This is an optimization exercise on Yosys and OpenROAD, whose aim is small area, a short achievable clock period and few clock cycles, not a production implementation. In this exercise RTL edits were held to simulation tests only and were not proved equivalent to the original. Power is estimated from default activity; no workload was simulated.

==> design/flow/design.v <==
module custom_spmem_wrapper_empty #(
	parameter DATA_W 	= 32,
	parameter DEPTH  	= 256,
	parameter SIM_DLY 	= 1,
	parameter ADDR_W  	= $clog2(DEPTH)
	) ( 
	input 				clk, 
	input 				rstn,
	input 				rd_req,  
	input 				wr_req,  
	input [ADDR_W-1:0] 		addr,
	input [DATA_W-1:0] 		wr_data,
	output logic 			rd_data_valid,
	output logic [DATA_W-1:0]	rd_data
	);
always_ff @ (posedge clk or negedge rstn) 
	begin
	if (~rstn)	rd_data_valid <= 1'b0;
	else
		begin
			rd_data_valid <= rd_req;
		end
	end
logic [DATA_W-1:0] 		mem_data_ary [0:DEPTH-1];
always @ (posedge clk)
	begin
	if (rd_req)
		begin
		rd_data <= mem_data_ary[addr];
		end
	else if (wr_req)
		begin
		mem_data_ary[addr] <= wr_data;
		end
	end
endmodule
module gen_bst_sorter #(
	parameter KEY_W 	= 16,
	parameter VALUE_W 	= 32,
	parameter MAX_ELEM_NUM 	= 16,
	parameter MAX_ELEM_NUM_W	= $clog2(MAX_ELEM_NUM+1),
	parameter MAX_ELEM_NUM_IDX_W	= $clog2(MAX_ELEM_NUM)
	) (
	input 					clk,
	input 					rstn,
	input 					sw_rst,
	input [MAX_ELEM_NUM_W-1:0]		i_cnfg_elems_num,
	input 					i_enable,
	output logic 				o_sorter_phase,
	input 					new_elem_valid,
	input [KEY_W-1:0] 			new_elem_key,
	input [VALUE_W-1:0] 			new_elem_value,
	output logic 				new_elem_ack,
	output logic 				sort_is_done_pls,
	output logic [KEY_W-1:0]		min_elem_key,
	output logic [VALUE_W-1:0]		min_elem_value,
	output logic [KEY_W-1:0]		max_elem_key,
	output logic [VALUE_W-1:0]		max_elem_value,
	input 					get_all_sorted_data_req_pls,
	output logic 				get_all_sorted_data_done_lvl,
	output logic [MAX_ELEM_NUM_IDX_W-1:0] 	get_elem_idx,
	output logic				get_elem_valid,
	output logic [KEY_W-1:0] 		get_elem_key,
	output logic [VALUE_W-1:0] 		get_elem_value
	);
localparam D  = MAX_ELEM_NUM;
localparam QW = MAX_ELEM_NUM_IDX_W;
localparam CW = MAX_ELEM_NUM_W;
logic 			clr;		 
logic 			take;		 
logic 			ack_r;
logic [CW-1:0]		n_r;		 
logic [QW-1:0]		nm1_r;		 
logic [QW-1:0]		off;		 
logic [CW-1:0]		cnt_r;		 
logic 			cnt_eq_nm1;
logic 			cnt_eq_n;
logic 			fresh_r;	 
logic 			first_r;	 
logic 			fresh2_r;	 
logic 			fresh3_r;	 
logic 			done_pre_r;	 
logic 			done_pls_r;
logic 			first_sel;	 
logic 			cont_sel;	 
logic 			phase_r;
logic 			started_r;
logic 			ov_r;
logic [QW-1:0]		oidx_r;
logic 			last_out;
logic 			done_lvl_r;
logic 			sel_now;	 
assign clr  = ~i_enable | sw_rst;
assign take = new_elem_valid & ack_r;
assign off = QW'(D - n_r);
assign cnt_eq_nm1 = (cnt_r == n_r - 1'b1);
assign cnt_eq_n   = (cnt_r == n_r);
assign last_out  = ov_r & (oidx_r == nm1_r);
assign first_sel = phase_r & ~started_r & get_all_sorted_data_req_pls;
assign cont_sel  = ov_r & (oidx_r != nm1_r);
assign sel_now   = ~clr & (first_sel | cont_sel);
logic [D-1:0][KEY_W-1:0]	rk;
logic [D-1:0][VALUE_W-1:0]	rv;
logic [D-1:0][QW-1:0]		rq;
logic [D-1:0]			rvld;
always_ff @ (posedge clk)
	begin
	n_r   <= i_cnfg_elems_num;
	nm1_r <= QW'(i_cnfg_elems_num - 1'b1);
	end
always_ff @ (posedge clk or negedge rstn)
	begin
	if (~rstn)
		begin
		ack_r 		<= 1'b1;
		cnt_r 		<= '0;
		fresh_r 	<= 1'b0;
		first_r 	<= 1'b0;
		fresh2_r 	<= 1'b0;
		fresh3_r 	<= 1'b0;
		done_pre_r 	<= 1'b0;
		done_pls_r 	<= 1'b0;
		phase_r 	<= 1'b0;
		started_r 	<= 1'b0;
		ov_r 		<= 1'b0;
		done_lvl_r 	<= 1'b0;
		rvld 		<= '0;
		end
	else if (clr)
		begin
		ack_r 		<= 1'b1;
		cnt_r 		<= '0;
		fresh_r 	<= 1'b0;
		first_r 	<= 1'b0;
		fresh2_r 	<= 1'b0;
		fresh3_r 	<= 1'b0;
		done_pre_r 	<= 1'b0;
		done_pls_r 	<= 1'b0;
		phase_r 	<= 1'b0;
		started_r 	<= 1'b0;
		ov_r 		<= 1'b0;
		done_lvl_r 	<= 1'b0;
		rvld 		<= '0;
		end
	else
		begin
		ack_r 		<= ~(take ? cnt_eq_nm1 : cnt_eq_n) & ~rvld[D-2];
		cnt_r 		<= cnt_r + CW'(take);
		fresh_r 	<= take;
		first_r 	<= take & (cnt_r == '0);
		fresh2_r 	<= fresh_r;
		fresh3_r 	<= fresh2_r;
		done_pre_r 	<= take & cnt_eq_nm1;
		done_pls_r 	<= done_pre_r;
		phase_r 	<= (phase_r | done_pls_r) & ~last_out;
		started_r 	<= started_r | sel_now;
		ov_r 		<= sel_now;
		done_lvl_r 	<= done_lvl_r | last_out;
		rvld 		<= {rvld[D-2:0], take | rvld[D-1]};
		end
	end
always_ff @ (posedge clk)
	oidx_r <= ov_r ? oidx_r + 1'b1 : '0;
logic [D-1:0]		gt_raw;	 
logic [D-1:0]		gt;
logic [D-1:0]		inc;
assign gt_raw[0] = 1'b0;
for (genvar gi = 1; gi < D; gi++)
	begin : g_cmp
	gen_bst_key_gt #(.W(KEY_W)) u_cmp (.a(rk[gi]), .b(rk[0]), .gt(gt_raw[gi]));
	end
assign gt = rvld & gt_raw;
logic [1:0]	pc_a0, pc_a1, pc_a2, pc_a3, pc_a4;
logic [1:0]	pc_a0_r, pc_a1_r, pc_a2_r, pc_a3_r, pc_a4_r;
logic [QW-1:0]	pc;
logic [QW-1:0]	pc_r;
assign pc_a0 = 2'(gt[1])  + 2'(gt[2])  + 2'(gt[3]);
assign pc_a1 = 2'(gt[4])  + 2'(gt[5])  + 2'(gt[6]);
assign pc_a2 = 2'(gt[7])  + 2'(gt[8])  + 2'(gt[9]);
assign pc_a3 = 2'(gt[10]) + 2'(gt[11]) + 2'(gt[12]);
assign pc_a4 = 2'(gt[13]) + 2'(gt[14]) + 2'(gt[15]);
assign pc = (QW'(pc_a0_r) + QW'(pc_a1_r)) + (QW'(pc_a2_r) + QW'(pc_a3_r)) + QW'(pc_a4_r);
always_ff @ (posedge clk)
	begin
	pc_a0_r <= pc_a0;
	pc_a1_r <= pc_a1;
	pc_a2_r <= pc_a2;
	pc_a3_r <= pc_a3;
	pc_a4_r <= pc_a4;
	pc_r 	<= pc;
	end
always_comb
	begin
	inc[0] = sel_now;
	for (int i = 1; i < D; i++)
		inc[i] = sel_now | (fresh_r & rvld[i] & ~gt_raw[i]);
	end
always_ff @ (posedge clk)
	begin
	rk[0] <= take ? new_elem_key   : rk[D-1];
	rv[0] <= take ? new_elem_value : rv[D-1];
	rq[0] <= rq[D-1] + QW'(inc[D-1]);
	rq[1] <= fresh_r ? off : rq[0] + QW'(inc[0]);
	rq[2] <= rq[1] + QW'(inc[1]);
	rq[3] <= rq[2] + (fresh3_r ? pc_r : '0) + QW'(inc[2]);
	for (int i = 1; i < D; i++)
		begin
		rk[i] <= rk[i-1];
		rv[i] <= rv[i-1];
		end
	for (int i = 4; i < D; i++)
		rq[i] <= rq[i-1] + QW'(inc[i-1]);
	end
logic [KEY_W-1:0]	mx_key_r;
logic [VALUE_W-1:0]	mx_val_r;
logic [KEY_W-1:0]	out_key_r;
logic [VALUE_W-1:0]	out_val_r;
logic 			new_gt_max;
logic 			min_gt_new;
gen_bst_key_gt #(.W(KEY_W)) u_cmp_max (.a(rk[0]), .b(mx_key_r), .gt(new_gt_max));
gen_bst_key_gt #(.W(KEY_W)) u_cmp_min (.a(out_key_r), .b(rk[0]), .gt(min_gt_new));
always_ff @ (posedge clk)
	if (fresh_r & (first_r | new_gt_max))
		begin
		mx_key_r <= rk[0];
		mx_val_r <= rv[0];
		end
logic [KEY_W-1:0]	sel_key;
logic [VALUE_W-1:0]	sel_val;
always_comb
	begin
	sel_key = '0;
	sel_val = '0;
	for (int i = 0; i < D; i++)
		if (rvld[i] & (&rq[i]))
			begin
			sel_key = sel_key | rk[i];
			sel_val = sel_val | rv[i];
			end
	end
always_ff @ (posedge clk)
	begin
	if (cont_sel)
		begin
		out_key_r <= sel_key;
		out_val_r <= sel_val;
		end
	else if (fresh_r & (first_r | min_gt_new))
		begin
		out_key_r <= rk[0];
		out_val_r <= rv[0];
		end
	end
assign new_elem_ack			= ack_r;
assign sort_is_done_pls			= done_pls_r;
assign min_elem_key			= out_key_r;
assign min_elem_value			= out_val_r;
assign max_elem_key			= mx_key_r;
assign max_elem_value			= mx_val_r;
assign o_sorter_phase			= phase_r;
assign get_all_sorted_data_done_lvl	= done_lvl_r;
assign get_elem_valid			= ov_r;
assign get_elem_idx			= oidx_r;
assign get_elem_key			= out_key_r;
assign get_elem_value			= out_val_r;
endmodule
module gen_bst_key_gt #(
	parameter W = 16
	) (
	input [W-1:0]	a,
	input [W-1:0]	b,
	output logic	gt
	);
localparam L = $clog2(W);
logic [L:0][W-1:0]	g;
logic [L:0][W-1:0]	l;
assign g[0] = a & ~b;
assign l[0] = ~a & b;
for (genvar lv = 0; lv < L; lv++)
	begin : g_lv
	for (genvar i = 0; i < W; i++)
		begin : g_bit
		if ((i % (2 << lv)) == 0 && (i + (1 << lv)) < W)
			begin : g_join
			assign g[lv+1][i] = g[lv][i+(1<<lv)] | (~l[lv][i+(1<<lv)] & g[lv][i]);
			assign l[lv+1][i] = l[lv][i+(1<<lv)] | (~g[lv][i+(1<<lv)] & l[lv][i]);
			end
		else
			begin : g_pass
			assign g[lv+1][i] = g[lv][i];
			assign l[lv+1][i] = l[lv][i];
			end
		end
	end
assign gt = g[L][0];
endmodule
module bst_sorter_top (
	input 			clk,
	input 			rstn,
	input 			sw_rst,
	input [4:0]		i_cnfg_elems_num,
	input 			i_enable,
	output logic 		o_sorter_phase,
	input 			new_elem_valid,
	input [15:0] 		new_elem_key,
	input [31:0] 		new_elem_value,
	output logic 		new_elem_ack,
	output logic 		sort_is_done_pls,
	output logic [15:0]	min_elem_key,
	output logic [31:0]	min_elem_value,
	output logic [15:0]	max_elem_key,
	output logic [31:0]	max_elem_value,
	input 			get_all_sorted_data_req_pls,
	output logic 		get_all_sorted_data_done_lvl,
	output logic [3:0] 	get_elem_idx,
	output logic		get_elem_valid,
	output logic [15:0] 	get_elem_key,
	output logic [31:0] 	get_elem_value
	);
gen_bst_sorter #(
	.KEY_W 		(16	),
	.VALUE_W 	(32	),
	.MAX_ELEM_NUM 	(16	)
	) u_sorter_inst (
	.clk				(clk				),
	.rstn				(rstn				),
	.sw_rst				(sw_rst				),
	.i_cnfg_elems_num		(i_cnfg_elems_num		),
	.i_enable			(i_enable			),
	.o_sorter_phase			(o_sorter_phase			),
	.new_elem_valid			(new_elem_valid			),
	.new_elem_key			(new_elem_key			),
	.new_elem_value			(new_elem_value			),
	.new_elem_ack			(new_elem_ack			),
	.sort_is_done_pls		(sort_is_done_pls		),
	.min_elem_key			(min_elem_key			),
	.min_elem_value			(min_elem_value			),
	.max_elem_key			(max_elem_key			),
	.max_elem_value			(max_elem_value			),
	.get_all_sorted_data_req_pls	(get_all_sorted_data_req_pls	),
	.get_all_sorted_data_done_lvl	(get_all_sorted_data_done_lvl	),
	.get_elem_idx			(get_elem_idx			),
	.get_elem_valid			(get_elem_valid			),
	.get_elem_key			(get_elem_key			),
	.get_elem_value			(get_elem_value			)
	);
endmodule
==> design/flow/flow/run.sh <==
#!/bin/bash
set -euo pipefail
bash standard.sh SETUP_SLACK_MARGIN=6.6 \
	BUFFER_PORTS_ARGS="-buffer_cell sky130_fd_sc_hd__buf_1" \
	CTS_CLUSTER_SIZE=27 CTS_CLUSTER_DIAMETER=90 \
	finish > standard.log 2>&1
==> design/flow/standard.sh <==
#!/bin/bash
# synth_recipe.tcl (not shown) runs the flow's synth.tcl, then flattens the netlist and writes it again
# the make line also repeats each setting of config.mk as NAME=value (left out here)
make -C /OpenROAD-flow-scripts/flow DESIGN_CONFIG=/design/flow/config.mk WORK_HOME=/design/flow/orfs CLKGATE_MAP_FILE= SYNTH_SCRIPT=/design/flow/synth_recipe.tcl "${@:-finish}"
==> design/flow/config.mk <==
export PLATFORM = sky130hd
export DESIGN_NAME = bst_sorter_top
export DESIGN_NICKNAME = bst_sorter_top
export VERILOG_FILES = /design/flow/design.v
export SDC_FILE = /design/flow/constraint.sdc
export NUM_CORES = 4
export LEC_CHECK = 0
export ABC_CLOCK_PERIOD_IN_PS = 3000
export CAP_MARGIN = 20
export CORE_MARGIN = 2
export CORE_UTILIZATION = 40
export SLEW_MARGIN = 20
==> design/flow/constraint.sdc <==
create_clock -name core_clock -period 10.0 [get_ports {clk}]
set_input_delay 2.0000 -clock core_clock [delete_from_list [all_inputs] [get_ports {clk}]]
set_output_delay 2.0000 -clock core_clock [all_outputs]
set_load 0.01 [all_outputs]
==> results of run 1 <==
## metal layers
layer | GRT usage | vias up | routed length [um]
met2 | 0.348 | 797 | 44400
met3 | 0.0296 | 155 | 6030
met1 | 0.296 | 11300 | 42800
li1 | - | 10900 | -
met4 | 0.0743 | 2 | 3170
met5 | 0 | - | 12
## stage by stage
| stage | worst slack (ns) | instances | cell area [um^2] |
|---|---|---|---|
| final | 6.64 | 4241 | 37100 |
| after global routing | 6.59 | 4241 | 37100 |
| after CTS | 6.60 | 4234 | 37100 |
| after detailed placement | 6.00 | 4159 | 35800 |
| after global placement | 6.04 | 4159 | 35800 |
| after floorplan | 5.75 | 2971 | 34200 |
## area by class of cell
class / count / area, um^2 / share of cell area
sequential: 987 / 20900 / 0.563
multi-input combinational: 1684 / 12000 / 0.323
tap: 1144 / 1430 / 0.0385
clock buffer: 68 / 1180 / 0.0318
timing repair buffer: 252 / 1110 / 0.0299
inverter: 97 / 382 / 0.0103
clock inverter: 7 / 126 / 0.00340
timing repair inverter: 2 / 10.0 / 0.000270
## Yosys cell counts, types with 44 or more instances
| cell | n |
|---|---|
| a22oi_1 | 285 |
| nand2_1 | 171 |
| buf_4 | 54 |
| dfxtp_1 | 859 |
| o21ai_0 | 100 |
| nor2_1 | 87 |
| nand3_1 | 81 |
| a21oi_1 | 82 |
| maj3_1 | 159 |
| clkbuf_1 | 99 |
| a222oi_1 | 48 |
| nor2b_1 | 69 |
| mux2_2 | 44 |
| inv_1 | 89 |
| edfxtp_1 | 96 |
| nand2b_1 | 121 |
| nand4_1 | 45 |
## registers in the layout, indices dropped and copies added, names as in the netlist, 2 cells and up
register	flops
u_sorter_inst.rv	512
u_sorter_inst.rk	256
u_sorter_inst.rq	64
u_sorter_inst.mx_val_r	32
u_sorter_inst.out_val_r	32
u_sorter_inst.mx_key_r	16
u_sorter_inst.out_key_r	16
u_sorter_inst.rvld	16
u_sorter_inst.cnt_r	5
u_sorter_inst.n_r	5
u_sorter_inst.nm1_r	4
u_sorter_inst.oidx_r	4
u_sorter_inst.pc_r	4
u_sorter_inst.pc_a0_r	2
u_sorter_inst.pc_a1_r	2
u_sorter_inst.pc_a2_r	2
u_sorter_inst.pc_a3_r	2
u_sorter_inst.pc_a4_r	2
## cells in the final DEF (no fill, tap or decap), types with 43 or more instances in the layout
cell / netlist / routed
dfxtp_1: 859 / 853
a22oi_1: 285 / 285
buf_1: 37 / 208
nand2_1: 171 / 171
maj3_1: 159 / 154
nand2b_1: 121 / 119
o21ai_0: 100 / 97
edfxtp_1: 96 / 96
inv_1: 89 / 87
a21oi_1: 82 / 81
nand3_1: 81 / 81
nor2_1: 87 / 72
nor2b_1: 69 / 69
a222oi_1: 48 / 48
nand4_1: 45 / 45
mux2_2: 44 / 44
clkbuf_16: 0 / 43
## worst max path at each step
stage	cells after the start	to
detailed placement	7	u_sorter_inst.rq[13]$_DFF_P_
global placement	7	u_sorter_inst.rq[13]$_DFF_P_
finish	1	get_elem_key[15]
floorplan	8	u_sorter_inst.mx_key_r[0]$_DFFE_PP_
global route	1	min_elem_key[14]
CTS	1	get_elem_key[7]
## kinds of logic after synthesis
logic type | after synthesis | share of synthesized area
adder cells (fa/ha/maj) | 223 | 0.0724
buffers and inverters | 300 | 0.0402
AO/OA/AOI/OAI | 691 | 0.145
XOR/XNOR | 56 | 0.0144
AND/OR/NAND/NOR | 670 | 0.100
flip-flops | 987 | 0.613
multiplexers | 44 | 0.0145
## where the power goes
part | total (uW) | switching (uW) | internal (uW)
combinational | 652 | 384 | 268
sequential | 4670 | 296 | 4370
clock | 2110 | 1260 | 846
## what timing repair did
action / CTS / global route
hold buffers: 0 / 0
gates cloned: 0 / 2
endpoints found under the setup margin: 108 / 62
setup buffers: 0 / 5
resized for setup: 5 / 9
==> impl_metrics.env, run 1 <==
export IMPL_relSlewSlack=0.316
export IMPL_synth_warnings=1
export IMPL_n_fill_cell=7949
export IMPL_dieArea_mm2=0.0875
export IMPL_synth_cells=2971
export IMPL_holdPathEnd="u_sorter_inst.rv[173]$_DFF_P_"
export IMPL_drv_cap=0
export IMPL_rows=107
export IMPL_tritoncts="yes"
export IMPL_clk_pin_slew_ns=0.11
export IMPL_synth_enable_flop_cells=96
export IMPL_reg2reg_depth=8
export IMPL_finalPower_uw=7430
export IMPL_routed_wl_um=96400
export IMPL_drt_iter0_markers=2057
export IMPL_rsz0062_at_grt="true"
export IMPL_grt_max_degree=49
export IMPL_required_ns=8.00
export IMPL_vias=23200
export IMPL_postRouteAntennaNets=0
export IMPL_end_kind="primary output"
export IMPL_nNetsFinal=3179
export IMPL_crit_chain="buf_1"
export IMPL_firstDrtPassIters=7
export IMPL_wl_per_cell_um=22.7
export IMPL_path_buf_inv=1
export IMPL_fp_coreArea_mm2=0.0847
export IMPL_viasPerCell=5.47
export IMPL_finalSetupViolCount=0
export IMPL_tns_ns=0
export IMPL_grt_pass1_wl_um=142000
export IMPL_drive_above_1_share=0.0694
export IMPL_status="complete, no violations"
export IMPL_ys_seq_area_frac=0.613
export IMPL_antenna_cells=0
export IMPL_hpwl_um=61400
export IMPL_grt_overflow_total=0
export IMPL_die_w_um=296
export IMPL_yosysTopAreaCell="dfxtp_1"
export IMPL_io_pins=212
export IMPL_critPathLaunch="u_sorter_inst.out_key_r[15]$_DFFE_PP_"
export IMPL_synth_async_reset_ratio=0.0324
export IMPL_clk_insertion_delay_late_ns=0.65
export IMPL_cts_sinks=987
export IMPL_reg2reg_slack_ns=6.76
export IMPL_worst_pin_slew_ns=1.02
export IMPL_gp_congestion=0.865
export IMPL_p_leak_uw=0.0140
export IMPL_grt_usage=0.215
export IMPL_timing_hold_ws_ns=0.342
export IMPL_cpPeakStageDelay_ns=0.53
export IMPL_netlist_area_mm2=0.0341
export IMPL_synth_cell_types=62
export IMPL_period_share=0.336
export IMPL_hold_class="flip-flop to flip-flop"
export IMPL_synth_top_area_share=0.505
export IMPL_crit_fanout=4
export IMPL_synth_area_leaders="dfxtp_1, edfxtp_1, a22oi_1"
export IMPL_synthFlopType="dfxtp_1"
export IMPL_min_delay_path_depth=0
export IMPL_crit_path_top_delay_cell="edfxtp_1"
export IMPL_synth_seq_cells=987
export IMPL_cts_root_buf="clkbuf_16"
export IMPL_timing_rr_end="u_sorter_inst.out_key_r[0]$_DFFE_PP_"
export IMPL_p_per_area_mw_per_mm2=200
export IMPL_irDropWorstVdd_v=0.000145
export IMPL_start_kind="flip-flop"
export IMPL_die_y_um=296
export IMPL_drc=0
export IMPL_area_growth_syn_to_layout_pct=8.98
export IMPL_cts_max_level=2
export IMPL_syn_nets=3083
export IMPL_path_delay_family="flip-flops"
export IMPL_cp_arrival_ns=1.36
export IMPL_max_freq_mhz=297
export IMPL_initial_utilization=0.402
export IMPL_period_needed_ns=3.36
export IMPL_first_global_vias=22300
export IMPL_worst_clock_skew_ns=0.0281
export IMPL_hold_viol=0
export IMPL_port_buffers=211
export IMPL_antenna_found_initial=1
export IMPL_hold_start="u_sorter_inst.rv[141]$_DFF_P_"
export IMPL_worstSetupPathType="flip-flop to primary output"
export IMPL_slew_viol_final=0
export IMPL_numCtsBuffers=43
export IMPL_fin_util=0.438
export IMPL_r2r_start="u_sorter_inst.rk[14]$_DFF_P_"
export IMPL_synth_avg_cell_area_um2=11.5
export IMPL_clk_path_buf_depth=3
Testbench counts, summed over its fixed seeds: cycles 15,218.
==> inputs of run 2 (changes only) <==
--- a/design/flow/design.v
+++ b/design/flow/design.v
@@ -240,14 +240,10 @@
 	end
+logic 			mn_upd;
+logic 			out_hold;
+assign mn_upd   = ~cont_sel & fresh_r & (first_r | min_gt_new);
+assign out_hold = ~cont_sel & ~mn_upd;
 always_ff @ (posedge clk)
 	begin
-	if (cont_sel)
-		begin
-		out_key_r <= sel_key;
-		out_val_r <= sel_val;
-		end
-	else if (fresh_r & (first_r | min_gt_new))
-		begin
-		out_key_r <= rk[0];
-		out_val_r <= rv[0];
-		end
+	out_key_r <= (sel_key & {KEY_W{cont_sel}})   | (rk[0] & {KEY_W{mn_upd}})   | (out_key_r & {KEY_W{out_hold}});
+	out_val_r <= (sel_val & {VALUE_W{cont_sel}}) | (rv[0] & {VALUE_W{mn_upd}}) | (out_val_r & {VALUE_W{out_hold}});
 	end
==> run 2 against run 1 <==
Compared with the run above:
- combinational power rose by 44%
- via count fell by 1.2%
- count of clock-buffer cells in the layout is 4 lower
- synthesized area is 3.4% lower
- critical path type unchanged
- final cell count is 7.9% lower
- clock skew rose by 0.011 ns
- still clean on timing, DRC and antenna
- critical endpoint is now max_elem_key[12]
- non-clock buffer count is 5 higher
==> impl_metrics.env, run 2 <==
export IMPL_synth_avg_cell_area_um2=12.3
export IMPL_start_kind="flip-flop"
export IMPL_worstSetupPathType="flip-flop to primary output"
export IMPL_synth_compound_area_frac=0.164
export IMPL_viasPerCell=5.87
export IMPL_grt_overflow_total=0
export IMPL_tritoncts="yes"
export IMPL_r2r_start="u_sorter_inst.rk[1]$_DFF_P_"
export IMPL_finalPower_uw=7940
export IMPL_cts_root_buf="clkbuf_16"
export IMPL_max_freq_mhz=298
export IMPL_syn_nets=2800
export IMPL_hold_viol=0
export IMPL_grt_usage=0.233
export IMPL_firstDrtPassIters=6
export IMPL_irDropWorstVdd_v=0.000124
export IMPL_grt_pass1_wl_um=150000
export IMPL_synthFlopType="dfxtp_1"
export IMPL_finalSetupViolCount=0
export IMPL_largest_register_ffs=512
export IMPL_drc=0
export IMPL_cts_sinks=987
export IMPL_place_area_mm2=0.0344
export IMPL_min_delay_path_depth=0
export IMPL_drive_above_1_share=0.0964
export IMPL_n_fill_cell=7526
export IMPL_p_leak_uw=0.0133
export IMPL_synth_area_mux_share=0.0171
export IMPL_vias=22900
export IMPL_drv_cap=0
export IMPL_antenna_found_initial=0
export IMPL_layout_commonest_cell="dfxtp_1"
export IMPL_cp_arrival_ns=1.36
export IMPL_initial_utilization=0.402
export IMPL_fin_ws_ns=6.64
export IMPL_timing_rr_end="u_sorter_inst.rq[30]$_DFF_P_"
export IMPL_die_w_um=291
export IMPL_p_per_area_mw_per_mm2=217
export IMPL_crit_path_top_delay_cell="edfxtp_1"
export IMPL_holdPathEnd="u_sorter_inst.rv[271]$_DFF_P_"
export IMPL_layout_common_cells="dfxtp_1, buf_1, maj3_1"
export IMPL_area_growth_syn_to_layout_pct=10.9
export IMPL_synth_top_area_share=0.551
export IMPL_synth_top_family_by_area="compound AO/OA/AOI/OAI gates"
export IMPL_yosys_top_cells_count="dfxtp_1, maj3_1, a221oi_1"
export IMPL_crit_fanout=3
export IMPL_yosys_area_share_simple=0.0656
export IMPL_synth_cells=2688
export IMPL_crit_chain="buf_1"
export IMPL_hold_start="u_sorter_inst.rv[239]$_DFF_P_"
export IMPL_reg2reg_slack_ns=6.66
export IMPL_slew_viol_final=0
export IMPL_ys_seq_area_frac=0.620
export IMPL_first_global_vias=23000
export IMPL_hold_class="flip-flop to flip-flop"
export IMPL_worst_clock_skew_ns=0.0386
export IMPL_tns_ns=0
export IMPL_stdcell_area_mm2=0.0365
export IMPL_synth_cell_types=65
export IMPL_required_ns=8.00
export IMPL_synth_fa_ha_area_frac=0.0819
export IMPL_die_y_um=291
export IMPL_relSlewSlack=0.296
export IMPL_clk_insertion_delay_late_ns=0.64
export IMPL_dieArea_mm2=0.0846
export IMPL_rsz0062_at_grt="true"
export IMPL_synthXorXnorAreaFrac=0.0149
export IMPL_largest_register="u_sorter_inst.rv"
export IMPL_period_needed_ns=3.36
export IMPL_yosysTopAreaCell="dfxtp_1"
export IMPL_synth_async_reset_ratio=0.0324
export IMPL_period_share=0.336
export IMPL_grt_max_degree=49
export IMPL_numCtsBuffers=45
export IMPL_clk_path_buf_depth=3
export IMPL_ctsHoldBuffers=0
export IMPL_end_kind="primary output"
export IMPL_wl_per_cell_um=26.2
export IMPL_drt_iter0_markers=2082
export IMPL_io_pins=212
export IMPL_dpl_worst_slack_ns=5.49
export IMPL_synth_area_leaders="dfxtp_1, maj3_1, edfxtp_1"
export IMPL_nNetsFinal=2917
export IMPL_netlist_area_mm2=0.0329
export IMPL_port_buffers=211
export IMPL_routed_wl_um=102000
export IMPL_synth_warnings=1
export IMPL_gp_congestion=0.915
export IMPL_hpwl_um=60200
export IMPL_synth_enable_flop_cells=48
export IMPL_rows=105
export IMPL_postRouteAntennaNets=0
export IMPL_worst_pin_slew_ns=1.06
export IMPL_fp_coreArea_mm2=0.0818
export IMPL_status="complete, no violations"
export IMPL_cpPeakStageDelay_ns=0.48
export IMPL_reg_largest_list="u_sorter_inst.rv x512, u_sorter_inst.rk x256, u_sorter_inst.rq x64"
export IMPL_yosysMostFrequentCell="dfxtp_1"
export IMPL_reg2reg_depth=11
export IMPL_path_delay_family="flip-flops"
export IMPL_clk_pin_slew_ns=0.10
export IMPL_synth_seq_cells=987
export IMPL_cts_max_level=2
export IMPL_path_buf_inv=1
## run 2: changes by cell type after synthesis, moves of 46 or more
cell and change:
a221o_1 +49, a221oi_1 +133, a22o_1 +119, a22oi_1 -164, dfxtp_1 +48, edfxtp_1 -48
nand2_1 -116, nand2b_1 -53, nand3_1 -46, o21ai_0 -52
## run 2: cells by family after synthesis
kind of cell | Yosys count
simple gates | 398
flops | 987
fa+ha+maj | 245
xor+xnor | 56
compound gates | 693
buf+inv | 259
mux | 50
## run 2: worst max-delay path by stage
stage,to,slack (ns),from,depth (start not counted)
final,max_elem_key[12],6.64,u_sorter_inst.mx_key_r[12]$_DFFE_PP_,1
after global routing,u_sorter_inst.rq[18]$_DFF_P_,6.49,u_sorter_inst.rk[8]$_DFF_P_,12
after CTS,max_elem_key[13],6.60,u_sorter_inst.mx_key_r[13]$_DFFE_PP_,1
after detailed placement,u_sorter_inst.mx_val_r[23]$_DFFE_PP_,5.49,u_sorter_inst.rk[0]$_DFF_P_,8
after global placement,u_sorter_inst.mx_val_r[25]$_DFFE_PP_,5.59,u_sorter_inst.rk[0]$_DFF_P_,8
after floorplan,u_sorter_inst.cnt_r[4]$_DFF_PN0_,6.57,new_elem_valid,9
## run 2: what timing repair did
action,in CTS,in global routing
setup endpoints to repair,191,101
resized for setup,60,27
pin swaps,7,3
buffers inserted,15,4
cloned,11,1
## run 2: layout make-up
cell class | instances | area (um^2) | share of cell area
Sequential cell | 987 | 20400 | 0.559
Multi-Input combinational cell | 1449 | 11800 | 0.322
Tap cell | 1070 | 1340 | 0.0366
Timing Repair Buffer | 257 | 1300 | 0.0355
Clock buffer | 64 | 1240 | 0.0339
Inverter | 60 | 264 | 0.00723
Clock inverter | 11 | 166 | 0.00455
Timing Repair inverter | 5 | 27.5 | 0.000753
Antenna cell | 2 | 5.00 | 0.000137
## run 2: metrics by stage
stage,hold WS (ns),utilization,cells
6_report,0.338,0.446,3905
5_1_grt,0.342,0.446,3903
4_1_cts,0.342,0.445,3898
3_5_place_dp,0.337,0.421,3797
3_3_place_gp,0.333,0.421,3796
2_1_floorplan,0.331,-,2688
## run 2: power breakdown
group	total, uW	switching [uW]	internal (uW)
clock	2210	1280	926
sequential	4800	400	4400
combinational	936	536	400
## run 2: layer usage
layer	share of wire	vias to the layer above	wire length, um	GRT usage
met5	0	-	0	0
met3	0.066	238	6770	0.0331
met2	0.47	995	47700	0.383
li1	-	10100	-	-
met1	0.43	11500	44400	0.315
met4	0.035	0	3570	0.0825
Testbench counts of run 2, summed over its fixed seeds: cycles 15,218.
==> inputs of run 3 (changes only) <==
==> design/flow/flow/run.sh (replaced) <==
#!/bin/bash
set -euo pipefail
bash standard.sh SETUP_SLACK_MARGIN=6.75 \
	BUFFER_PORTS_ARGS="-buffer_cell sky130_fd_sc_hd__buf_1" \
	CTS_CLUSTER_SIZE=27 CTS_CLUSTER_DIAMETER=90 \
	finish > standard.log 2>&1
==> run 3 against run 2 <==
Compared with the run above:
- register-to-register slack better by 0.11 ns
- count of clock-buffer cells in the layout is 1 higher
- via count is 1.3% higher
- sequential cell count stayed put
- clock skew is 0.00076 ns higher
- final cell count is 1.1% higher
- critical path depth stayed put
- global-route usage is 0.59 points higher
- synthesized area stayed put
- critical endpoint is now max_elem_key[15]
- largest power group unchanged
==> impl_metrics.env, run 3 <==
export IMPL_rsz0062_at_grt="true"
export IMPL_clk_pin_slew_ns=0.11
export IMPL_synthFlopType="dfxtp_1"
export IMPL_yosysMostFrequentCell="dfxtp_1"
export IMPL_cpPeakStageDelay_ns=0.48
export IMPL_nNetsFinal=2957
export IMPL_n_fill_cell=7406
export IMPL_path_buf_inv=1
export IMPL_tns_ns=0
export IMPL_largest_register_ffs=512
export IMPL_grt_pass1_wl_um=153000
export IMPL_synth_area_leaders="dfxtp_1, maj3_1, edfxtp_1"
export IMPL_gp_congestion=0.908
export IMPL_yosysTopAreaCell="dfxtp_1"
export IMPL_worst_pin_slew_ns=1.08
export IMPL_start_kind="flip-flop"
export IMPL_grt_use_met2=0.396
export IMPL_grt_usage=0.239
export IMPL_viasPerCell=5.88
export IMPL_top_usage_layer="met2"
export IMPL_io_pins=212
export IMPL_wl_per_cell_um=26.7
export IMPL_first_global_vias=23100
export IMPL_synth_cell_types=65
export IMPL_fp_coreArea_mm2=0.0818
export IMPL_numCtsBuffers=45
export IMPL_irDropWorstVdd_v=0.000119
export IMPL_required_ns=8.00
export IMPL_status="complete, no violations"
export IMPL_grt_max_degree=50
export IMPL_layout_common_cells="dfxtp_1, buf_1, maj3_1"
export IMPL_firstDrtPassIters=7
export IMPL_rows=105
export IMPL_worst_clock_skew_ns=0.0394
export IMPL_die_y_um=291
export IMPL_layout_cells_non_filler=3948
export IMPL_hold_viol=0
export IMPL_vias=23200
export IMPL_finalSetupViolCount=0
export IMPL_crit_fanout=2
export IMPL_path_delay_family="flip-flops"
export IMPL_drc=0
export IMPL_hold_class="flip-flop to flip-flop"
export IMPL_ctsHoldBuffers=0
export IMPL_p_per_area_mw_per_mm2=216
export IMPL_crit_chain="buf_1"
export IMPL_hpwl_um=60200
export IMPL_synth_top_area_share=0.551
export IMPL_grt_overflow_total=0
export IMPL_max_freq_mhz=303
export IMPL_antenna_found_initial=1
export IMPL_cp_arrival_ns=1.30
export IMPL_worstSetupPathType="flip-flop to primary output"
export IMPL_grtUsageMet1=0.312
export IMPL_routed_wl_um=105000
export IMPL_yosys_top_cells_count="dfxtp_1, maj3_1, a221oi_1"
export IMPL_slew_viol_final=0
export IMPL_syn_nets=2800
export IMPL_dieArea_mm2=0.0846
export IMPL_timing_hold_ws_ns=0.344
export IMPL_crit_path_top_delay_cell="edfxtp_1"
export IMPL_ys_seq_area_frac=0.620
export IMPL_die_w_um=291
export IMPL_cts_max_level=2
export IMPL_postRouteAntennaNets=0
export IMPL_grtUsageMet3=0.0456
export IMPL_dpl_cell_count=3795
export IMPL_clk_insertion_delay_late_ns=0.66
export IMPL_largest_register="u_sorter_inst.rv"
export IMPL_synth_enable_flop_cells=48
export IMPL_synth_warnings=1
export IMPL_port_buffers=211
export IMPL_cts_sinks=987
export IMPL_end_kind="primary output"
export IMPL_cts_root_buf="clkbuf_16"
export IMPL_netlist_area_mm2=0.0329
export IMPL_clk_path_buf_depth=3
export IMPL_drv_cap=0
export IMPL_drive_above_1_share=0.138
export IMPL_tritoncts="yes"
export IMPL_layout_commonest_cell="dfxtp_1"
export IMPL_synth_cells=2688
export IMPL_reg_largest_list="u_sorter_inst.rv x512, u_sorter_inst.rk x256, u_sorter_inst.rq x64"
export IMPL_initial_utilization=0.402
export IMPL_synth_async_reset_ratio=0.0324
export IMPL_drt_iter0_markers=2254
export IMPL_synth_avg_cell_area_um2=12.3
export IMPL_area_growth_syn_to_layout_pct=12.9
export IMPL_period_share=0.330
export IMPL_period_needed_ns=3.30
export IMPL_p_leak_uw=0.0137
export IMPL_synth_seq_cells=987
export IMPL_relSlewSlack=0.279
[run 3: cell counts after synthesis]
Identical to the previous run, type by type.
[run 3: timing repair]
item                       4_1_cts  5_1_grt
resized for setup              122       82
buffers inserted                36       24
pin swaps                       10       18
setup endpoints to repair      270      213
cloned                          12        1
hold endpoints to repair         0        0
[run 3: worst paths after layout]
check                           slack [ns]                               end                                  from  cells after the start
worst max-delay path                  6.70                  max_elem_key[15]  u_sorter_inst.mx_key_r[15]$_DFFE_PP_                      1
worst min-delay path                  0.34     u_sorter_inst.rv[235]$_DFF_P_         u_sorter_inst.rv[203]$_DFF_P_                      0
worst max register to register        6.77  u_sorter_inst.pc_a3_r[0]$_DFF_P_           u_sorter_inst.rk[0]$_DFF_P_                     10
worst min register to register        0.34     u_sorter_inst.rv[235]$_DFF_P_         u_sorter_inst.rv[203]$_DFF_P_                      0
max in group asynchronous             7.96      u_sorter_inst.ov_r$_DFF_PN0_                                  rstn                      1
min in group asynchronous             1.45   u_sorter_inst.first_r$_DFF_PN0_                                  rstn                      1
[run 3: cell families (layout without fill, tap and decap cells)]
logic type	after synthesis	count (layout)	synth area share
adder cells (fa/ha/maj)	245	245	0.0819
flip-flops	987	987	0.620
AND/OR/NAND/NOR	398	402	0.0656
multiplexers	50	50	0.0171
buffers and inverters	259	441	0.0373
AO/OA/AOI/OAI	693	696	0.164
other	0	1	0
XOR/XNOR	56	56	0.0149
[run 3: through the flow]
step | worst slack, ns | util | cell area, um^2 | power (uW)
after floorplan | 6.63 | - | 33000 | 5380
after global placement | 5.57 | 0.421 | 34400 | 5710
after detailed placement | 5.50 | 0.421 | 34400 | 5730
after CTS | 6.68 | 0.449 | 36700 | 8000
after global routing | 6.66 | 0.454 | 37200 | 8330
final | 6.70 | 0.454 | 37200 | 8040
[run 3: per-layer routing]
layer | share of wire | up-vias
li1 | - | 10200
met1 | 0.42 | 11700
met2 | 0.47 | 1009
met3 | 0.071 | 225
met4 | 0.035 | 0
met5 | 0 | -
[run 3: power breakdown]
part           internal, uW  total (uW)  switching (uW)
Combinational           439        1020             578
Clock                   915        2220            1310
Sequential             4410        4800             386
[run 3: cell type report]
class	count	area, um^2	area share
Timing Repair Buffer	298	1700	0.0458
Multi-Input combinational cell	1449	11900	0.321
Tap cell	1070	1340	0.0360
Inverter	60	273	0.00734
Antenna cell	1	2.50	0.0000673
Sequential cell	987	20500	0.551
Clock buffer	65	1210	0.0326
Timing Repair inverter	4	25.0	0.000673
Clock inverter	14	199	0.00535
==> inputs of run 4 (changes only) <==
--- a/design/flow/config.mk
+++ b/design/flow/config.mk
@@ -10,3 +10,3 @@
 export CORE_MARGIN = 2
-export CORE_UTILIZATION = 40
+export CORE_UTILIZATION = 55
 export SLEW_MARGIN = 20
==> run 4 against run 3 <==
Compared with the run above:
- highest routed layer unchanged
- clock skew down 0.014 ns
- count of clock-buffer cells in the layout down 4
- register-to-register slack about the same
- sequential cell count unchanged
==> impl_metrics.env, run 4 <==
export IMPL_synth_enable_flop_cells=48
export IMPL_grt_max_degree=54
export IMPL_crit_path_top_delay_cell="dfstp_2"
export IMPL_routed_wl_um=99700
export IMPL_fp_coreArea_mm2=0.0591
export IMPL_antenna_cells=0
export IMPL_finalPower_uw=7890
export IMPL_grt_overflow_total=0
export IMPL_cts_sinks=987
export IMPL_grt_usage=0.310
export IMPL_largest_register="u_sorter_inst.rv"
export IMPL_worstSetupPathDepth=1
export IMPL_period_share=0.327
export IMPL_synth_area_leaders="dfxtp_1, maj3_1, edfxtp_1"
export IMPL_vias=22800
export IMPL_tritoncts="yes"
export IMPL_path_delay_family="flip-flops"
export IMPL_synthFlopType="dfxtp_1"
export IMPL_seqCellArea_mm2=0.0205
export IMPL_layout_commonest_cell="dfxtp_1"
export IMPL_largest_register_ffs=512
export IMPL_cpPeakStageDelay_ns=0.55
export IMPL_finalSetupViolCount=0
export IMPL_die_y_um=249
export IMPL_drc=0
export IMPL_gp_congestion=0.875
export IMPL_yosysMostFrequentCell="dfxtp_1"
export IMPL_synth_async_reset_ratio=0.0324
export IMPL_hold_class="flip-flop to flip-flop"
export IMPL_worst_pin_slew_ns=1.09
export IMPL_max_freq_mhz=306
export IMPL_hold_viol=0
export IMPL_firstDrtPassIters=22
export IMPL_multi_input_area_mm2=0.0119
export IMPL_clk_insertion_delay_late_ns=0.63
export IMPL_drv_cap=0
export IMPL_ys_seq_area_frac=0.620
export IMPL_cp_arrival_ns=1.27
export IMPL_p_leak_uw=0.0135
export IMPL_first_global_vias=22700
export IMPL_clk_path_buf_depth=3
export IMPL_n_fill_cell=4716
export IMPL_io_pins=212
export IMPL_netlist_area_mm2=0.0329
export IMPL_die_w_um=249
export IMPL_antenna_found_initial=0
export IMPL_synth_avg_cell_area_um2=12.3
export IMPL_start_kind="flip-flop"
export IMPL_layout_common_cells="dfxtp_1, buf_1, maj3_1"
export IMPL_slew_viol_final=0
export IMPL_worstSetupPathType="flip-flop to primary output"
export IMPL_synth_cells=2688
export IMPL_viasPerCell=6.28
export IMPL_drive_above_1_share=0.126
export IMPL_rows=89
export IMPL_p_per_area_mw_per_mm2=216
export IMPL_port_buffers=211
export IMPL_synth_top_area_share=0.551
export IMPL_path_buf_inv=1
export IMPL_reg2reg_depth=11
export IMPL_crit_fanout=2
export IMPL_irDropWorstVdd_v=0.000181
export IMPL_wl_per_cell_um=27.4
export IMPL_postRouteAntennaNets=0
export IMPL_nNetsFinal=2949
export IMPL_synth_cell_types=65
export IMPL_worst_clock_skew_ns=0.0257
export IMPL_ctsHoldBuffers=0
export IMPL_yosysTopAreaCell="dfxtp_1"
export IMPL_end_kind="primary output"
export IMPL_crit_chain="buf_6"
export IMPL_yosys_top_cells_count="dfxtp_1, maj3_1, a221oi_1"
export IMPL_fin_ws_ns=6.73
export IMPL_relSlewSlack=0.271
export IMPL_hpwl_um=56800
export IMPL_dpl_worst_slack_ns=5.39
export IMPL_syn_nets=2800
export IMPL_status="complete, no violations"
export IMPL_rsz0062_at_grt="true"
export IMPL_min_delay_path_depth=0
export IMPL_clk_pin_slew_ns=0.10
export IMPL_cts_max_level=2
export IMPL_period_needed_ns=3.27
export IMPL_grt_pass1_wl_um=145000
export IMPL_numCtsBuffers=44
export IMPL_tns_ns=0
export IMPL_area_growth_syn_to_layout_pct=10.9
export IMPL_drt_iter0_markers=2186
export IMPL_synth_seq_cells=987
export IMPL_dieArea_mm2=0.0618
export IMPL_reg_largest_list="u_sorter_inst.rv x512, u_sorter_inst.rk x256, u_sorter_inst.rq x64"
export IMPL_cts_root_buf="clkbuf_16"
export IMPL_initial_utilization=0.557
export IMPL_synth_warnings=1
export IMPL_required_ns=8.00
run 4: cell families (layout without fill, tap and decap cells):
| family | count (synthesis) | after routing | synth area share |
|---|---|---|---|
| AO/OA/AOI/OAI | 693 | 696 | 0.164 |
| XOR/XNOR | 56 | 56 | 0.0149 |
| adder cells (fa/ha/maj) | 245 | 245 | 0.0819 |
| buffers and inverters | 259 | 428 | 0.0373 |
| flip-flops | 987 | 987 | 0.620 |
| multiplexers | 50 | 50 | 0.0171 |
| AND/OR/NAND/NOR | 398 | 402 | 0.0656 |
run 4: what timing repair did:
item | 4_1_cts | 5_1_grt
resized for setup | 100 | 65
pin swaps | 9 | 17
gates cloned | 9 | 3
buffers inserted | 27 | 26
endpoints found under the hold margin | 0 | 0
setup endpoints to repair | 214 | 162
run 4: path summary, 6_finish.rpt:
kind / startpoint / endpoint / slack [ns]
worst max-delay path: u_sorter_inst.ack_r$_DFF_PN1_ / new_elem_ack / 6.73
worst min-delay path: u_sorter_inst.rv[87]$_DFF_P_ / u_sorter_inst.rv[119]$_DFF_P_ / 0.35
worst max register to register: u_sorter_inst.rk[0]$_DFF_P_ / u_sorter_inst.rq[30]$_DFF_P_ / 6.78
worst min register to register: u_sorter_inst.rv[87]$_DFF_P_ / u_sorter_inst.rv[119]$_DFF_P_ / 0.35
max in group asynchronous: rstn / u_sorter_inst.ov_r$_DFF_PN0_ / 7.95
min in group asynchronous: rstn / u_sorter_inst.cnt_r[1]$_DFF_PN0_ / 1.47
run 4: routing by layer:
layer | GRT usage | up-vias | routed length (um)
met2 | 0.509 | 948 | 46300
met3 | 0.0451 | 203 | 7220
met1 | 0.419 | 11500 | 42500
li1 | - | 10200 | -
met4 | 0.117 | 0 | 3580
met5 | 0 | - | 0
run 4: area by class of cell:
class                   count  share of cell area
repair inverters            4            0.000685
repair buffers            291              0.0432
clock inverters            12             0.00339
well taps                 773              0.0265
clock buffers              61              0.0330
flip-flops and latches    987               0.561
multi-input cells        1449               0.325
inverters                  60             0.00740
run 4: metrics by stage:
| stage | hold slack (ns) | instances | cell area [um^2] | utilization |
|---|---|---|---|---|
| after detailed placement | 0.336 | 3499 | 34100 | 0.576 |
| after global placement | 0.333 | 3499 | 34100 | 0.576 |
| after global routing | 0.354 | 3637 | 36500 | 0.617 |
| after CTS | 0.349 | 3608 | 36100 | 0.610 |
| final | 0.349 | 3637 | 36500 | 0.617 |
| after floorplan | 0.331 | 2688 | 33000 | - |
run 4: power breakdown:
| group | internal [uW] | switching, uW |
|---|---|---|
| Clock | 875 | 1260 |
| Combinational | 424 | 554 |
| Sequential | 4410 | 375 |
| Total | 5710 | 2180 |
==> inputs of run 5 (changes only) <==
--- a/design/flow/config.mk
+++ b/design/flow/config.mk
@@ -10,3 +10,3 @@
 export CORE_MARGIN = 2
-export CORE_UTILIZATION = 55
+export CORE_UTILIZATION = 65
 export SLEW_MARGIN = 20
==> run 5 against run 4 <==
Compared with the run above:
- highest routed layer is now met5
- worst hold slack got worse by 0.0028 ns
- still clean
- critical path type unchanged
- non-clock buffer count fell by 6
- final cell count fell by 2.9%
==> impl_metrics.env, run 5 <==
export IMPL_first_global_vias=22700
export IMPL_die_y_um=229
export IMPL_antenna_cells=0
export IMPL_layout_common_cells="dfxtp_1, buf_1, maj3_1"
export IMPL_cp_arrival_ns=1.26
export IMPL_grt_usage=0.349
export IMPL_ys_seq_area_frac=0.620
export IMPL_grt_max_degree=54
export IMPL_synth_avg_cell_area_um2=12.3
export IMPL_drt_iter0_markers=2476
export IMPL_crit_fanout=2
export IMPL_path_delay_family="flip-flops"
export IMPL_reg2reg_slack_ns=6.77
export IMPL_crit_end="new_elem_ack"
export IMPL_io_pins=212
export IMPL_rows=82
export IMPL_synth_top_area_share=0.551
export IMPL_max_freq_mhz=307
export IMPL_grt_pass1_wl_um=140000
export IMPL_largest_register="u_sorter_inst.rv"
export IMPL_r2r_start="u_sorter_inst.oidx_r[1]$_SDFF_PN0_"
export IMPL_routed_wl_um=94400
export IMPL_grt_overflow_total=0
export IMPL_fin_ws_ns=6.74
export IMPL_nNetsFinal=2941
export IMPL_tns_ns=0
export IMPL_drv_cap=0
export IMPL_p_leak_uw=0.0134
export IMPL_reg_largest_list="u_sorter_inst.rv x512, u_sorter_inst.rk x256, u_sorter_inst.rq x64"
export IMPL_end_kind="primary output"
export IMPL_initial_utilization=0.658
export IMPL_clk_path_buf_depth=3
export IMPL_drive_above_1_share=0.118
export IMPL_antenna_found_initial=2
export IMPL_worst_pin_slew_ns=1.17
export IMPL_path_buf_inv=1
export IMPL_postRouteAntennaNets=0
export IMPL_reg2reg_depth=10
export IMPL_crit_path_top_delay_cell="dfstp_2"
export IMPL_syn_nets=2800
export IMPL_netlist_area_mm2=0.0329
export IMPL_hpwl_um=55000
export IMPL_synth_warnings=1
export IMPL_layout_commonest_cell="dfxtp_1"
export IMPL_synth_area_leaders="dfxtp_1, maj3_1, edfxtp_1"
export IMPL_cpPeakStageDelay_ns=0.55
export IMPL_die_w_um=229
export IMPL_synth_cell_types=65
export IMPL_cts_root_buf="clkbuf_16"
export IMPL_yosys_top_cells_count="dfxtp_1, maj3_1, a221oi_1"
export IMPL_clk_insertion_delay_late_ns=0.63
export IMPL_critPathLaunch="u_sorter_inst.ack_r$_DFF_PN1_"
export IMPL_rsz0062_at_grt="true"
export IMPL_yosysTopAreaCell="dfxtp_1"
export IMPL_worstSetupPathDepth=1
export IMPL_timing_rr_end="u_sorter_inst.out_val_r[13]$_DFF_P_"
export IMPL_period_share=0.326
export IMPL_hold_class="flip-flop to flip-flop"
export IMPL_synth_cells=2688
export IMPL_viasPerCell=6.57
export IMPL_yosysMostFrequentCell="dfxtp_1"
export IMPL_fp_coreArea_mm2=0.0501
export IMPL_firstDrtPassIters=6
export IMPL_vias=23200
export IMPL_worst_clock_skew_ns=0.0277
export IMPL_cts_max_level=2
export IMPL_largest_register_ffs=512
export IMPL_drc=0
export IMPL_port_buffers=211
export IMPL_dieArea_mm2=0.0525
export IMPL_hold_viol=0
export IMPL_gp_congestion=0.938
export IMPL_cts_sinks=987
export IMPL_synth_seq_cells=987
export IMPL_synthFlopType="dfxtp_1"
export IMPL_start_kind="flip-flop"
export IMPL_status="complete, no violations"
export IMPL_irDropWorstVdd_v=0.000183
export IMPL_crit_chain="buf_6"
export IMPL_wl_per_cell_um=26.7
export IMPL_area_growth_syn_to_layout_pct=10.1
export IMPL_synth_enable_flop_cells=48
export IMPL_synth_async_reset_ratio=0.0324
export IMPL_finalPower_uw=7840
export IMPL_finalSetupViolCount=0
export IMPL_worstSetupPathType="flip-flop to primary output"
export IMPL_dpl_worst_slack_ns=5.66
export IMPL_slew_viol_final=0
export IMPL_required_ns=8.00
export IMPL_tritoncts="yes"
export IMPL_p_per_area_mw_per_mm2=216
export IMPL_clk_pin_slew_ns=0.11
export IMPL_numCtsBuffers=43
export IMPL_relSlewSlack=0.222
export IMPL_period_needed_ns=3.26
==> run 5: cell counts after synthesis <==
No cell type changed its count.
==> run 5: cells by family after synthesis <==
| family | synth area share |
|---|---|
| adders and majority gates | 0.0819 |
| muxes | 0.0171 |
| DFF | 0.620 |
| xor gates and xnor gates | 0.0149 |
| and+or+nand+nor | 0.0656 |
| AOI/OAI and AO/OA | 0.164 |
| buffers and inverters | 0.0373 |
==> run 5: how the worst min path moves through the flow <==
stage                                        startpoint                             to  depth (start not counted)
after global placement    u_sorter_inst.rv[233]$_DFF_P_  u_sorter_inst.rv[265]$_DFF_P_                          0
after floorplan            u_sorter_inst.rv[68]$_DFF_P_  u_sorter_inst.rv[100]$_DFF_P_                          0
after detailed placement  u_sorter_inst.rv[133]$_DFF_P_  u_sorter_inst.rv[165]$_DFF_P_                          0
after CTS                 u_sorter_inst.rv[254]$_DFF_P_  u_sorter_inst.rv[286]$_DFF_P_                          0
final                     u_sorter_inst.rv[254]$_DFF_P_  u_sorter_inst.rv[286]$_DFF_P_                          0
after global routing       u_sorter_inst.rv[35]$_DFF_P_   u_sorter_inst.rv[67]$_DFF_P_                          0
==> run 5: layout make-up <==
cell class | instances | area [um^2]
clock inverters | 7 | 67.6
fillers | 3640 | 13800
well taps | 672 | 841
inverters | 60 | 275
multi-input cells | 1447 | 11800
flip-flops and latches | 987 | 20500
repair buffers | 285 | 1530
repair inverters | 5 | 27.5
clock buffers | 67 | 1220
==> run 5: metrics by stage <==
step	instance area [um^2]	hold WS [ns]	utilization	std cells
after floorplan	33000	0.331	-	2688
after global placement	33900	0.334	0.677	3395
after detailed placement	33900	0.337	0.677	3395
after CTS	35800	0.353	0.716	3504
after global routing	36300	0.355	0.724	3530
final	36300	0.346	0.724	3530
==> run 5: layer usage <==
layer	share of wire	GRT usage	wire length, um
met3	0.088	0.0580	8310
met1	0.40	0.475	38200
met2	0.46	0.553	43600
met4	0.046	0.151	4300
met5	0.00028	0	26
==> run 5: what timing repair did <==
item / in CTS / in global routing
gates resized for setup: 85 / 67
buffers inserted: 25 / 25
cloned: 10 / 1
hold buffers: 0 / 0
endpoints found under the setup margin: 198 / 167
pin swaps: 8 / 14
==> run 5: where the power goes <==
part	total (uW)	internal, uW	switching (uW)
combinational	962	423	539
clock	2090	865	1220
sequential	4790	4400	383
total	7840	5690	2150
==> inputs of run 6 (changes only) <==
==> design/flow/flow/run.sh (replaced) <==
#!/bin/bash
set -euo pipefail
bash standard.sh SETUP_SLACK_MARGIN=6.75 \
	BUFFER_PORTS_ARGS="-buffer_cell sky130_fd_sc_hd__buf_1" \
	CTS_CLUSTER_SIZE=22 CTS_CLUSTER_DIAMETER=80 \
	finish > standard.log 2>&1
--- a/design/flow/config.mk
+++ b/design/flow/config.mk
@@ -10,3 +10,3 @@
 export CORE_MARGIN = 2
-export CORE_UTILIZATION = 65
+export CORE_UTILIZATION = 40
 export SLEW_MARGIN = 20
==> run 6 against run 5 <==
Compared with the run above:
- still clean
- synthesized cell count unchanged
- via count down 0.73%
- worst hold slack worse by 0.012 ns
- cell area up 2.9%
- critical path depth unchanged
- sequential cell count unchanged
- sequential power about the same
- worst setup slack worse by 0.031 ns
- largest power group unchanged
==> impl_metrics.env, run 6 <==
export IMPL_status="complete, no violations"
export IMPL_required_ns=8.00
export IMPL_synth_enable_flop_cells=48
export IMPL_yosys_top_cells_count="dfxtp_1, maj3_1, a221oi_1"
export IMPL_first_global_vias=23100
export IMPL_antenna_found_initial=0
export IMPL_synth_top_area_share=0.551
export IMPL_numCtsBuffers=53
export IMPL_p_per_area_mw_per_mm2=220
export IMPL_cts_sinks=987
export IMPL_stdcell_area_mm2=0.0373
export IMPL_clk_pin_slew_ns=0.09
export IMPL_viasPerCell=5.83
export IMPL_p_leak_uw=0.0138
export IMPL_fp_coreArea_mm2=0.0818
export IMPL_synth_warnings=1
export IMPL_netlist_area_mm2=0.0329
export IMPL_relSlewSlack=0.268
export IMPL_dpl_cell_count=3795
export IMPL_path_delay_family="flip-flops"
export IMPL_die_w_um=291
export IMPL_port_buffers=211
export IMPL_dieArea_mm2=0.0846
export IMPL_worst_pin_slew_ns=1.10
export IMPL_hold_viol=0
export IMPL_clk_insertion_delay_late_ns=0.66
export IMPL_yosysTopAreaCell="dfxtp_1"
export IMPL_synth_async_reset_ratio=0.0324
export IMPL_wl_per_cell_um=26.5
export IMPL_postRouteAntennaNets=0
export IMPL_pwr_share_seq=0.585
export IMPL_synth_cell_types=65
export IMPL_drv_cap=0
export IMPL_cts_max_level=2
export IMPL_worstSetupPathType="flip-flop to primary output"
export IMPL_irDropWorstVdd_v=0.000148
export IMPL_layout_commonest_cell="dfxtp_1"
export IMPL_drive_above_1_share=0.148
export IMPL_routed_wl_um=104000
export IMPL_grt_usage=0.240
export IMPL_io_pins=212
export IMPL_worstSetupPathDepth=1
export IMPL_reg2reg_slack_ns=6.77
export IMPL_rows=105
export IMPL_period_needed_ns=3.29
export IMPL_clk_path_buf_depth=3
export IMPL_internal_power_uw=5930
export IMPL_gp_congestion=0.908
export IMPL_rsz0062_at_grt="true"
export IMPL_max_freq_mhz=304
export IMPL_clkPwrFrac=0.292
export IMPL_hpwl_um=60200
export IMPL_timing_rr_end="u_sorter_inst.pc_a4_r[0]$_DFF_P_"
export IMPL_worst_clock_skew_ns=0.0340
export IMPL_cts_root_buf="clkbuf_16"
export IMPL_layout_cells_non_filler=3949
export IMPL_syn_nets=2800
export IMPL_area_growth_syn_to_layout_pct=13.4
export IMPL_ctsHoldBuffers=0
export IMPL_hold_start="u_sorter_inst.rv[233]$_DFF_P_"
export IMPL_path_buf_inv=1
export IMPL_ys_seq_area_frac=0.620
export IMPL_critPathLaunch="u_sorter_inst.mx_key_r[15]$_DFFE_PP_"
export IMPL_cpPeakStageDelay_ns=0.48
export IMPL_finalSetupViolCount=0
export IMPL_tns_ns=0
export IMPL_synthFlopType="dfxtp_1"
export IMPL_drt_iter0_markers=2041
export IMPL_crit_end="max_elem_key[15]"
export IMPL_drc=0
export IMPL_hold_class="flip-flop to flip-flop"
export IMPL_vias=23000
export IMPL_cp_arrival_ns=1.29
export IMPL_comb_power_share=0.123
export IMPL_tritoncts="yes"
export IMPL_start_kind="flip-flop"
export IMPL_power_switching_uw=2280
export IMPL_r2r_start="u_sorter_inst.rk[12]$_DFF_P_"
export IMPL_period_share=0.329
export IMPL_largest_register="u_sorter_inst.rv"
export IMPL_grt_pass1_wl_um=153000
export IMPL_crit_chain="buf_1"
export IMPL_slew_viol_final=0
export IMPL_firstDrtPassIters=6
export IMPL_reg_largest_list="u_sorter_inst.rv x512, u_sorter_inst.rk x256, u_sorter_inst.rq x64"
export IMPL_largest_register_ffs=512
export IMPL_yosysMostFrequentCell="dfxtp_1"
export IMPL_synth_seq_cells=987
export IMPL_die_y_um=291
export IMPL_initial_utilization=0.402
export IMPL_reg2reg_depth=10
export IMPL_end_kind="primary output"
export IMPL_p_sw_frac=0.278
export IMPL_synth_cells=2688
export IMPL_layout_common_cells="dfxtp_1, maj3_1, buf_1"
export IMPL_grt_overflow_total=0
export IMPL_crit_fanout=2
export IMPL_grt_max_degree=50
export IMPL_synth_avg_cell_area_um2=12.3
export IMPL_place_area_mm2=0.0344
export IMPL_crit_path_top_delay_cell="edfxtp_1"
export IMPL_synth_area_leaders="dfxtp_1, maj3_1, edfxtp_1"
export IMPL_nNetsFinal=2954
[run 6: layout make-up]
class                   instances  area (um^2)
inverters                      60          273
clock buffers                  79         1480
well taps                    1070         1340
clock inverters                12          168
multi-input cells            1449        11900
fillers                      7377        44500
repair inverters                4         25.0
diodes                          1         2.50
repair buffers                287         1640
flip-flops and latches        987        20500
[run 6: power by group through the flow]
stage	logic [uW]	registers [uW]	clock network, uW
global placement	861	4850	0
finish	1010	4800	2400
floorplan	637	4750	0
global route	1070	4860	2590
detailed placement	865	4870	0
CTS	954	4790	2440
[run 6: logic make-up (layout without fill, tap and decap cells)]
family	count (synthesis)	in the layout	synth area share
DFF	987	987	0.620
AOI/OAI and AO/OA	693	696	0.164
and+or+nand+nor	398	402	0.0656
buffers and inverters	259	442	0.0373
adders and majority gates	245	245	0.0819
xor gates and xnor gates	56	56	0.0149
muxes	50	50	0.0171
other	0	1	0
[run 6: how the worst min path moves through the flow]
stage                               endpoint  slack, ns  cells past startpoint
2_1_floorplan  u_sorter_inst.rv[100]$_DFF_P_       0.33                      0
3_3_place_gp    u_sorter_inst.rv[68]$_DFF_P_       0.33                      0
3_5_place_dp   u_sorter_inst.rv[122]$_DFF_P_       0.34                      0
4_1_cts        u_sorter_inst.rv[131]$_DFF_P_       0.34                      0
5_1_grt        u_sorter_inst.rv[108]$_DFF_P_       0.34                      0
6_report       u_sorter_inst.rv[265]$_DFF_P_       0.33                      0
[run 6: metal layers]
metal  share of wire  global-route usage
met1            0.42               0.317
met2            0.47               0.394
met3           0.069              0.0412
met4           0.035              0.0876
met5               0                   0
[run 6: timing repair]
item | CTS | global route
pin swaps | 9 | 15
gates cloned | 12 | 0
setup endpoints to repair | 281 | 223
buffers inserted | 36 | 14
resized for setup | 133 | 102
[run 6: through the flow]
step	power, uW	hold WS (ns)	setup slack [ns]	utilization
floorplan	5380	0.331	6.63	-
global placement	5710	0.332	5.57	0.421
detailed placement	5730	0.336	5.50	0.421
CTS	8190	0.339	6.68	0.451
global route	8520	0.344	6.66	0.456
finish	8210	0.335	6.71	0.456
==> inputs of run 7 (changes only) <==
==> design/flow/flow/run.sh (replaced) <==
#!/bin/bash
set -euo pipefail
bash standard.sh SETUP_SLACK_MARGIN=6.85 \
	BUFFER_PORTS_ARGS="-buffer_cell sky130_fd_sc_hd__buf_1" \
	CTS_CLUSTER_SIZE=27 CTS_CLUSTER_DIAMETER=90 \
	finish > standard.log 2>&1
--- a/design/flow/config.mk
+++ b/design/flow/config.mk
@@ -10,3 +10,3 @@
 export CORE_MARGIN = 2
-export CORE_UTILIZATION = 40
+export CORE_UTILIZATION = 55
 export SLEW_MARGIN = 20
==> run 7 against run 6 <==
Compared with the run above:
- combinational power grew 22%
- first-iteration DRC count grew 2.4%
- via count grew 0.83%
- sequential power is essentially flat
- register-to-register slack gained 0.05 ns
- critical path depth is the same
- non-clock buffer count grew 47
- sequential share of layout area shrank 0.37 points
- synthesized cell count is the same
- final cell count shrank 6.8%
- critical endpoint is now max_elem_value[28]
- highest routed layer is now met5
==> impl_metrics.env, run 7 <==
export IMPL_vias=23200
export IMPL_tritoncts="yes"
export IMPL_cp_arrival_ns=1.27
export IMPL_fp_coreArea_mm2=0.0591
export IMPL_irDropWorstVdd_v=0.000177
export IMPL_nNetsFinal=2990
export IMPL_clk_pin_slew_ns=0.10
export IMPL_cts_root_buf="clkbuf_16"
export IMPL_routed_wl_um=100000
export IMPL_largest_register_ffs=512
export IMPL_reg2reg_depth=10
export IMPL_clk_insertion_delay_late_ns=0.64
export IMPL_worst_clock_skew_ns=0.0343
export IMPL_cpPeakStageDelay_ns=0.47
export IMPL_yosysTopAreaCell="dfxtp_1"
export IMPL_end_kind="primary output"
export IMPL_postRouteAntennaNets=0
export IMPL_layout_commonest_cell="dfxtp_1"
export IMPL_fin_util=0.638
export IMPL_dieArea_mm2=0.0618
export IMPL_timing_rr_end="u_sorter_inst.pc_a4_r[0]$_DFF_P_"
export IMPL_internal_power_uw=5940
export IMPL_gp_congestion=0.883
export IMPL_p_sw_frac=0.273
export IMPL_drive_above_1_share=0.206
export IMPL_yosys_top_cells_count="dfxtp_1, maj3_1, a221oi_1"
export IMPL_comb_power_share=0.150
export IMPL_io_pins=212
export IMPL_holdPathEnd="u_sorter_inst.rv[284]$_DFF_P_"
export IMPL_required_ns=8.00
export IMPL_max_freq_mhz=306
export IMPL_largest_register="u_sorter_inst.rv"
export IMPL_hold_start="u_sorter_inst.rv[252]$_DFF_P_"
export IMPL_p_leak_uw=0.0144
export IMPL_finalSetupViolCount=0
export IMPL_slew_viol_final=0
export IMPL_period_share=0.327
export IMPL_antenna_found_initial=2
export IMPL_hold_viol=0
export IMPL_synth_avg_cell_area_um2=12.3
export IMPL_stdcell_area_mm2=0.0377
export IMPL_synthFlopType="dfxtp_1"
export IMPL_path_delay_family="flip-flops"
export IMPL_relSlewSlack=0.266
export IMPL_route_met3_wl_um=7490
export IMPL_status="complete, no violations"
export IMPL_reg2reg_slack_ns=6.82
export IMPL_wl_per_cell_um=27.3
export IMPL_pwr_share_seq=0.589
export IMPL_period_needed_ns=3.27
export IMPL_hold_class="flip-flop to flip-flop"
export IMPL_reg_largest_list="u_sorter_inst.rv x512, u_sorter_inst.rk x256, u_sorter_inst.rq x64"
export IMPL_worst_pin_slew_ns=1.10
export IMPL_drv_cap=0
export IMPL_yosysMostFrequentCell="dfxtp_1"
export IMPL_p_per_area_mw_per_mm2=217
export IMPL_die_w_um=249
export IMPL_tns_ns=0
export IMPL_drt_met1_wl_um=42200
export IMPL_die_y_um=249
export IMPL_synth_async_reset_ratio=0.0324
export IMPL_area_growth_syn_to_layout_pct=14.5
export IMPL_clk_path_buf_depth=3
export IMPL_place_area_mm2=0.0340
export IMPL_firstDrtPassIters=21
export IMPL_synth_cells=2688
export IMPL_netlist_area_mm2=0.0329
export IMPL_hpwl_um=57400
export IMPL_r2r_start="u_sorter_inst.rk[12]$_DFF_P_"
export IMPL_synth_warnings=1
export IMPL_synth_enable_flop_cells=48
## run 7: cell count changes in the layout (fill, tap and decap cells not counted), moves of 4 or more
cell       before  now
buf_1         149   65
dfxtp_1       857  839
buf_4          60  101
buf_2          12   46
dfxtp_4        19   39
ha_2            0    5
clkbuf_16      54   50
ha_1           41   36
buf_6           9   62
maj3_2         20   37
clkbuf_2       45   41
o21ai_2         6   11
maj3_1        172  155
## run 7: cells by family (layout without fill, tap and decap cells)
logic type / Yosys count / after routing / synth area share
other: 0 / 1 / 0
XOR/XNOR: 56 / 56 / 0.0149
AND/OR/NAND/NOR: 398 / 402 / 0.0656
AO/OA/AOI/OAI: 693 / 693 / 0.164
buffers and inverters: 259 / 475 / 0.0373
flip-flops: 987 / 987 / 0.620
multiplexers: 50 / 50 / 0.0171
adder cells (fa/ha/maj): 245 / 245 / 0.0819
## run 7: how the worst max path moves through the flow
stage | startpoint | to | slack [ns] | cells past startpoint
floorplan | i_enable | u_sorter_inst.rq[14]$_DFF_P_ | 6.63 | 7
global placement | u_sorter_inst.rk[0]$_DFF_P_ | u_sorter_inst.mx_val_r[25]$_DFFE_PP_ | 5.51 | 9
detailed placement | u_sorter_inst.rk[7]$_DFF_P_ | u_sorter_inst.mx_val_r[17]$_DFFE_PP_ | 5.46 | 8
CTS | u_sorter_inst.ack_r$_DFF_PN1_ | new_elem_ack | 6.71 | 1
global route | u_sorter_inst.ack_r$_DFF_PN1_ | new_elem_ack | 6.70 | 1
finish | u_sorter_inst.mx_val_r[28]$_DFFE_PP_ | max_elem_value[28] | 6.73 | 1
## run 7: through the flow
stage | cells | setup slack [ns] | total power, uW
after global routing | 3681 | 6.70 | 8450
after detailed placement | 3495 | 5.46 | 5700
after CTS | 3638 | 6.71 | 8060
after floorplan | 2688 | 6.63 | 5390
final | 3682 | 6.73 | 8170
after global placement | 3495 | 5.51 | 5690
## run 7: repair_timing
action                     in CTS  in global routing
gates resized for setup       324                143
buffers inserted               55                 39
pin swaps                      17                 53
setup endpoints to repair     321                248
cloned                         12                  4
hold buffers                    0                  0
## run 7: layout make-up
cell class	instances	area (um^2)	share of cell area
clock buffer	66	1240	0.0328
inverter	60	280	0.00743
sequential	987	20600	0.546
clock inverter	10	96.3	0.00255
timing repair inverter	5	27.5	0.000730
multi-input combinational	1446	12000	0.317
timing repair buffer	334	2560	0.0679
tap	773	967	0.0256
antenna	1	2.50	0.0000663
## run 7: power by group through the flow
stage	Clock, uW	Combinational, uW	Sequential [uW]
3_3_place_gp	0	846	4840
2_1_floorplan	0	637	4750
3_5_place_dp	0	850	4850
6_report	2130	1230	4810
5_1_grt	2300	1290	4860
4_1_cts	2160	1110	4790
## run 7: layer usage
layer,track usage,vias to the layer above
met5,0,-
met1,0.425,11600
met4,0.115,2
met2,0.510,1040
li1,-,10300
met3,0.0482,259

[static timing again, ports no longer ideal]
In the flow no input, the clock included, has a driving cell. The finished layouts below were timed again as built, in two steps. Step 1, drivers: a clkbuf_16 drives clk and a buf_2 each remaining input, both assumed. Step 2, shift: input delay + t, output delay - t, t = (earliest + latest rising clock arrival at the registers) / 2. This alone moves slack from input paths to output paths. Slacks: ideal ports / drivers / drivers and shift; pairs: ideal ports / drivers.
| run | t, ns | setup WS [ns] |
|---|---|---|
| run 1 | 0.698 | 6.637 / 6.566 / 6.092 |
| run 2 | 0.680 | 6.642 / 6.577 / 6.132 |
| run 3 | 0.706 | 6.695 / 6.626 / 6.238 |
| run 4 | 0.686 | 6.734 / 6.670 / 6.232 |
| run 5 | 0.677 | 6.740 / 6.680 / 6.183 |
| run 6 | 0.712 | 6.709 / 6.643 / 6.210 |
| run 7 | 0.689 | 6.727 / 6.660 / 6.263 |
After both steps every run listed still meets setup and hold.
